This is an optimization exercise on Yosys and OpenROAD, whose aim is small area and a short achievable clock period, not a production implementation.
In this exercise RTL edits were held to simulation tests only and were not proved equivalent to the original.

## test_dsp
module test_dsp #(parameter width_in1=26, parameter width_in2=14, parameter width_out=40) (
    input clk_i,
    input signed [width_in1:0] a_i,
    input signed [width_in2:0] b_i,
    input signed [width_out:0] pd_pattern1,
    output signed [width_out:0] c_o,
    output reg ones_o
);
For scale: ~1500 cells after synthesis, ~130 I/O pins, ~0.016 mm2 of cells after synthesis.
export LEC_CHECK = 0
export ABC_AREA = 1
export CAP_MARGIN = 20
export CORE_MARGIN = 2
export CORE_UTILIZATION = 40
export SETUP_SLACK_MARGIN = 3.3
export SLEW_MARGIN = 20
create_clock -name core_clock -period 6.5 [get_ports {clk_i}]
standard.sh (not shown) runs the stock make flow with config.mk's settings and CLKGATE_MAP_FILE= SYNTH_SCRIPT=/design/flow/synth_recipe.tcl, a recipe that flattens the netlist after the stock synthesis.
==> flow/flow/run.sh <==
#!/bin/bash
# Standard ORFS layout, with one extra step between synthesis and floorplan:
# flow/polarity.py removes the polarity inverters that Yosys's full-adder
# extraction leaves between adder cells (full adders are self-dual), and
# swaps gates for their complement cells where that saves an inverter.
# Registers and ports are untouched.
set -euo pipefail
cd "$(dirname "$0")/.."
W=$(pwd)
R=$W/orfs/results/${FLOW_PLATFORM}/test_dsp/base
LIB=${FLOW_HOME}/platforms/${FLOW_PLATFORM}/lib/sky130_fd_sc_hd__tt_025C_1v80.lib
# port buffers: a real buffer cell (buffer_ports otherwise picks a delay cell)
export BUFFER_PORTS_ARGS="-buffer_cell sky130_fd_sc_hd__buf_2"
bash standard.sh synth > "$W/run_synth.log" 2>&1
cp "$R/1_2_yosys.v" "$W/1_2_yosys.standard.v"
python3 flow/polarity.py "$LIB" "$W/1_2_yosys.standard.v" "$R/1_2_yosys.v" > "$W/run_polarity.log" 2>&1
rm -f "$R/1_synth.odb" "$R/1_synth.sdc"
bash standard.sh finish > "$W/run_layout.log" 2>&1
Other scripts of this flow, unchanged in this note and not shown: flow/flow/polarity.py
The first run completed with no timing, DRC or antenna violations.
Rerun with:
- CORE_UTILIZATION: 40 -> 60
After rerunning: The new run completed without violations. Setup slack degrades by 0.043 ns. Design area goes down slightly. Non-clock buffer count goes down by 2. First-iteration DRC count goes up by about a fifth. Wire length goes down by a little under a tenth. Sequential cell count is unchanged. Register-to-register slack degrades by 0.02 ns. Clock skew is about the same. Via count is about the same.
Rerun with:
- CORE_UTILIZATION: 60 -> 50
Outcome: Fmax increases by 1.9%. Synthesized area is unchanged. Cell area increases by 0.58%. Routed wire length hardly moves. Critical path depth increases by 3. Die area increases by 19%. Non-clock buffer count is unchanged. Setup slack gains 0.058 ns. Via count decreases by 1.4%.
Rerun with:
- CORE_UTILIZATION: 50 -> 60
- SETUP_SLACK_MARGIN: 3.3 -> 3.4
What happened: Setup slack gets better by 0.029 ns; register-to-register slack gets better by 0.03 ns; design area is higher by about 1%; synthesized area does not change; sequential share of layout area is lower by 0.23 points; maximum frequency is higher by 0.93%; synthesized cell count stays the same.

test_dsp again, from the RTL that the note above started with.
clock: 6.5 ns
lec_check: 0
abc_area: 1
abc_clock_period_in_ps: 2000
cap_margin: 20
core_margin: 2
core_utilization: 50
setup_slack_margin: 3.3
slew_margin: 20
Scripts as last shown in full above: flow/flow/run.sh
Other scripts of this flow, unchanged in this note and not shown: flow/flow/polarity.py
Then changed:
--- a/flow/flow/run.sh
+++ b/flow/flow/run.sh
@@ -11,5 +11,5 @@
 LIB=${FLOW_HOME}/platforms/${FLOW_PLATFORM}/lib/sky130_fd_sc_hd__tt_025C_1v80.lib
 # port buffers: a real buffer cell (buffer_ports otherwise picks a delay cell)
-export BUFFER_PORTS_ARGS="-buffer_cell sky130_fd_sc_hd__buf_2"
+export BUFFER_PORTS_ARGS="-buffer_cell sky130_fd_sc_hd__buf_1"
 bash standard.sh synth > "$W/run_synth.log" 2>&1
 cp "$R/1_2_yosys.v" "$W/1_2_yosys.standard.v"
- ABC_CLOCK_PERIOD_IN_PS: 2000 -> not set
- CTS_BUF_LIST: not set -> sky130_fd_sc_hd__clkbuf_8
- CTS_CLUSTER_DIAMETER: not set -> 71
- CTS_CLUSTER_SIZE: not set -> 12
- SETUP_SLACK_MARGIN: 3.3 -> 3.4
Die area is unchanged.
Non-clock buffer count is higher by 29.
Core utilization hardly moves.
Clock skew is higher by 0.038 ns.
Then changed:
--- a/flow/flow/run.sh
+++ b/flow/flow/run.sh
@@ -11,5 +11,5 @@
 LIB=${FLOW_HOME}/platforms/${FLOW_PLATFORM}/lib/sky130_fd_sc_hd__tt_025C_1v80.lib
 # port buffers: a real buffer cell (buffer_ports otherwise picks a delay cell)
-export BUFFER_PORTS_ARGS="-buffer_cell sky130_fd_sc_hd__buf_1"
+export BUFFER_PORTS_ARGS="-buffer_cell sky130_fd_sc_hd__buf_2"
 bash standard.sh synth > "$W/run_synth.log" 2>&1
 cp "$R/1_2_yosys.v" "$W/1_2_yosys.standard.v"
- SETUP_SLACK_MARGIN: 3.4 -> 3.3
After rerunning:
- The changed run passed the timing, design-rule and antenna checks
- routed wire length shrinks by 3.7%
- synthesized area stays the same
- sequential cell count does not change
- non-clock buffer count falls by 24
- design area is lower by 2.2%
- critical path depth fell by 2
- die area stays the same
- worst setup slack is worse by 0.099 ns
- register-to-register slack loses 0.05 ns

Setup of main:
test_dsp again, from the RTL that the note above started with.
export LEC_CHECK = 0
export ABC_AREA = 1
export CAP_MARGIN = 20
export CORE_MARGIN = 2
export CORE_UTILIZATION = 50
export CTS_BUF_LIST = sky130_fd_sc_hd__clkbuf_8
export CTS_CLUSTER_DIAMETER = 71
export CTS_CLUSTER_SIZE = 12
export SETUP_SLACK_MARGIN = 3.4
export SLEW_MARGIN = 20
create_clock -name core_clock -period 6.5 [get_ports {clk_i}]
==> flow/flow/run.sh <==
#!/bin/bash
# Standard ORFS layout, with one extra step between synthesis and floorplan:
# flow/polarity.py removes the polarity inverters that Yosys's full-adder
# extraction leaves between adder cells (full adders are self-dual), and
# swaps gates for their complement cells where that saves an inverter.
# Before that, flow/cpafix.py splits the full adders Yosys made of the final
# adder's last step (sum and carry of s_i, c_i and the prefix carry) into
# xor2 + a21o, so the late prefix carry passes one gate.
# After it, flow/fapins.py puts each full adder's latest input on its
# fastest pin (CIN), and flow/fanout.py gives the high-fanout Booth digit signals an
# inverter-pair driver.
# Registers and ports are untouched.
set -euo pipefail
cd "$(dirname "$0")/.."
W=$(pwd)
R=$W/orfs/results/${FLOW_PLATFORM}/test_dsp/base
LIB=${FLOW_HOME}/platforms/${FLOW_PLATFORM}/lib/sky130_fd_sc_hd__tt_025C_1v80.lib
# port buffers: a real buffer cell (buffer_ports otherwise picks a delay cell)
export BUFFER_PORTS_ARGS="-buffer_cell sky130_fd_sc_hd__buf_2"
bash standard.sh synth > "$W/run_synth.log" 2>&1
cp "$R/1_2_yosys.v" "$W/1_2_yosys.standard.v"
python3 flow/cpafix.py "$W/1_2_yosys.standard.v" "$W/1_2_yosys.cpafix.v" > "$W/run_cpafix.log" 2>&1
python3 flow/polarity.py "$LIB" "$W/1_2_yosys.cpafix.v" "$W/1_2_yosys.polarity.v" > "$W/run_polarity.log" 2>&1
python3 flow/fapins.py "$W/1_2_yosys.polarity.v" "$W/1_2_yosys.fapins.v" > "$W/run_fapins.log" 2>&1
python3 flow/fanout.py 10 "$W/1_2_yosys.fapins.v" "$R/1_2_yosys.v" > "$W/run_fanout.log" 2>&1
rm -f "$R/1_synth.odb" "$R/1_synth.sdc"
bash standard.sh finish > "$W/run_layout.log" 2>&1
Other scripts of this flow, unchanged in this note and not shown: flow/flow/cpafix.py, flow/flow/fanout.py, flow/flow/fapins.py, flow/flow/polarity.py
main reached the end of the flow, and the finished layout is clean on the timing, design-rule and antenna checks.
Modified inputs, the feature branch compared to main
--- a/flow/flow/run.sh
+++ b/flow/flow/run.sh
@@ -24,3 +24,3 @@
 python3 flow/fapins.py "$W/1_2_yosys.polarity.v" "$W/1_2_yosys.fapins.v" > "$W/run_fapins.log" 2>&1
-python3 flow/fanout.py 10 "$W/1_2_yosys.fapins.v" "$R/1_2_yosys.v" > "$W/run_fanout.log" 2>&1
+python3 flow/fanout.py 7 "$W/1_2_yosys.fapins.v" "$R/1_2_yosys.v" > "$W/run_fanout.log" 2>&1
 rm -f "$R/1_synth.odb" "$R/1_synth.sdc"
==> run summary <==
For initial core utilization, the feature branch and main come out practically identical.
The feature branch vs main: post-route minimum period up
From main to the feature branch the numbers moved as follows: number of maximum-capacitance constraint violations level.
Between main and the feature branch, met1 wire length increased.

## v6
Starting RTL as in the previous note.
==> flow/config.mk <==
export PLATFORM = sky130hd
export DESIGN_NAME = test_dsp
export DESIGN_NICKNAME = test_dsp
export VERILOG_FILES = /design/flow/design.v
export SDC_FILE = /design/flow/constraint.sdc
export NUM_CORES = 4
export LEC_CHECK = 0
export ABC_AREA = 1
export CAP_MARGIN = 20
export CORE_MARGIN = 2
export CORE_UTILIZATION = 50
export CTS_BUF_LIST = sky130_fd_sc_hd__clkbuf_8
export CTS_CLUSTER_DIAMETER = 71
export CTS_CLUSTER_SIZE = 12
export SETUP_SLACK_MARGIN = 3.3
export SLEW_MARGIN = 20
==> flow/constraint.sdc <==
create_clock -name core_clock -period 6.5 [get_ports {clk_i}]
set_input_delay 1.3000 -clock core_clock [delete_from_list [all_inputs] [get_ports {clk_i}]]
set_output_delay 1.3000 -clock core_clock [all_outputs]
set_load 0.01 [all_outputs]
==> flow/flow/run.sh <==
#!/bin/bash
# Standard ORFS layout, with one extra step between synthesis and floorplan:
# flow/polarity.py removes the polarity inverters that Yosys's full-adder
# extraction leaves between adder cells (full adders are self-dual), and
# swaps gates for their complement cells where that saves an inverter;
# flow/fanout.py then gives the high-fanout Booth digit signals an
# inverter-pair driver.
# Registers and ports are untouched.
set -euo pipefail
cd "$(dirname "$0")/.."
W=$(pwd)
R=$W/orfs/results/${FLOW_PLATFORM}/test_dsp/base
LIB=${FLOW_HOME}/platforms/${FLOW_PLATFORM}/lib/sky130_fd_sc_hd__tt_025C_1v80.lib
# port buffers: a real buffer cell (buffer_ports otherwise picks a delay cell)
export BUFFER_PORTS_ARGS="-buffer_cell sky130_fd_sc_hd__buf_2"
bash standard.sh synth > "$W/run_synth.log" 2>&1
cp "$R/1_2_yosys.v" "$W/1_2_yosys.standard.v"
python3 flow/polarity.py "$LIB" "$W/1_2_yosys.standard.v" "$W/1_2_yosys.polarity.v" > "$W/run_polarity.log" 2>&1
python3 flow/fanout.py 10 "$W/1_2_yosys.polarity.v" "$R/1_2_yosys.v" > "$W/run_fanout.log" 2>&1
rm -f "$R/1_synth.odb" "$R/1_synth.sdc"
bash standard.sh finish > "$W/run_layout.log" 2>&1
Other scripts of this flow, unchanged in this note and not shown: flow/flow/fanout.py, flow/flow/polarity.py
For v7, these inputs were changed with respect to v6:
# v6
export LEC_CHECK = 0
export ABC_AREA = 1
export CAP_MARGIN = 20
export CORE_MARGIN = 2
export CORE_UTILIZATION = 50
export CTS_BUF_LIST = sky130_fd_sc_hd__clkbuf_8
export CTS_CLUSTER_DIAMETER = 71
export CTS_CLUSTER_SIZE = 12
export SETUP_SLACK_MARGIN = 3.3
export SLEW_MARGIN = 20
create_clock -name core_clock -period 6.5 [get_ports {clk_i}]
# v7
export LEC_CHECK = 0
export ABC_AREA = 1
export CAP_MARGIN = 20
export CORE_MARGIN = 2
export CORE_UTILIZATION = 50
export CTS_BUF_LIST = sky130_fd_sc_hd__clkbuf_8
export CTS_CLUSTER_DIAMETER = 71
export CTS_CLUSTER_SIZE = 12
export SETUP_SLACK_MARGIN = 3.5
export SLEW_MARGIN = 20
create_clock -name core_clock -period 6.5 [get_ports {clk_i}]
## What came out
[compare] base=v6 new=v7: setup slack increased by 0.036 ns relative to the old numbers, number of ordinary inverters in the final layout increased by 2.3% relative to the old numbers. Relative area change from synthesis to final layout, v7 and v6: larger value in v7.

[re-timing with driven ports]
Ports are ideal in the flow. The routed layouts listed here were re-timed in OpenROAD. Step 1 assumes that a clkbuf_16 drives the clock port and a buf_2 every other input. Step 2, shift: input delay + t, output delay - t, t = (earliest + latest rising clock arrival at the registers) / 2. This alone moves slack from input paths to output paths. a / b / c = ideal ports / drivers / drivers and shift; a / b = the first two.
| run | shift t [ns] | setup WS [ns] | clock arrival spread, ns |
|---|---|---|---|
| the first run of note 1 | 0.614 | 3.347 / 3.352 / 2.738 | 0.021 / 0.022 |
| the second run of note 1 | 0.572 | 3.305 / 3.284 / 2.712 | 0.016 / 0.016 |
| the third run of note 1 | 0.585 | 3.363 / 3.361 / 2.775 | 0.010 / 0.011 |
| the fourth run of note 1 | 0.579 | 3.392 / 3.392 / 2.834 | 0.014 / 0.014 |
| the first run of note 2 | 0.579 | 3.345 / 3.321 / 2.742 | 0.009 / 0.009 |
| the second run of note 2 | 0.621 | 3.431 / 3.438 / 2.835 | 0.045 / 0.045 |
| the third run of note 2 | 0.583 | 3.332 / 3.333 / 2.750 | 0.025 / 0.025 |
| main | 0.607 | 3.474 / 3.465 / 2.857 | 0.039 / 0.039 |
| the feature branch | 0.607 | 3.447 / 3.388 / 2.781 | 0.027 / 0.027 |
| v6 | 0.599 | 3.349 / 3.349 / 2.760 | 0.019 / 0.019 |
| v7 | 0.595 | 3.386 / 3.386 / 2.805 | 0.042 / 0.041 |
After both steps setup and hold are still met in every run listed. For the feature branch, which loses most, drivers alone change the setup slack by -0.059 ns; drivers and shift together by -0.666 ns.
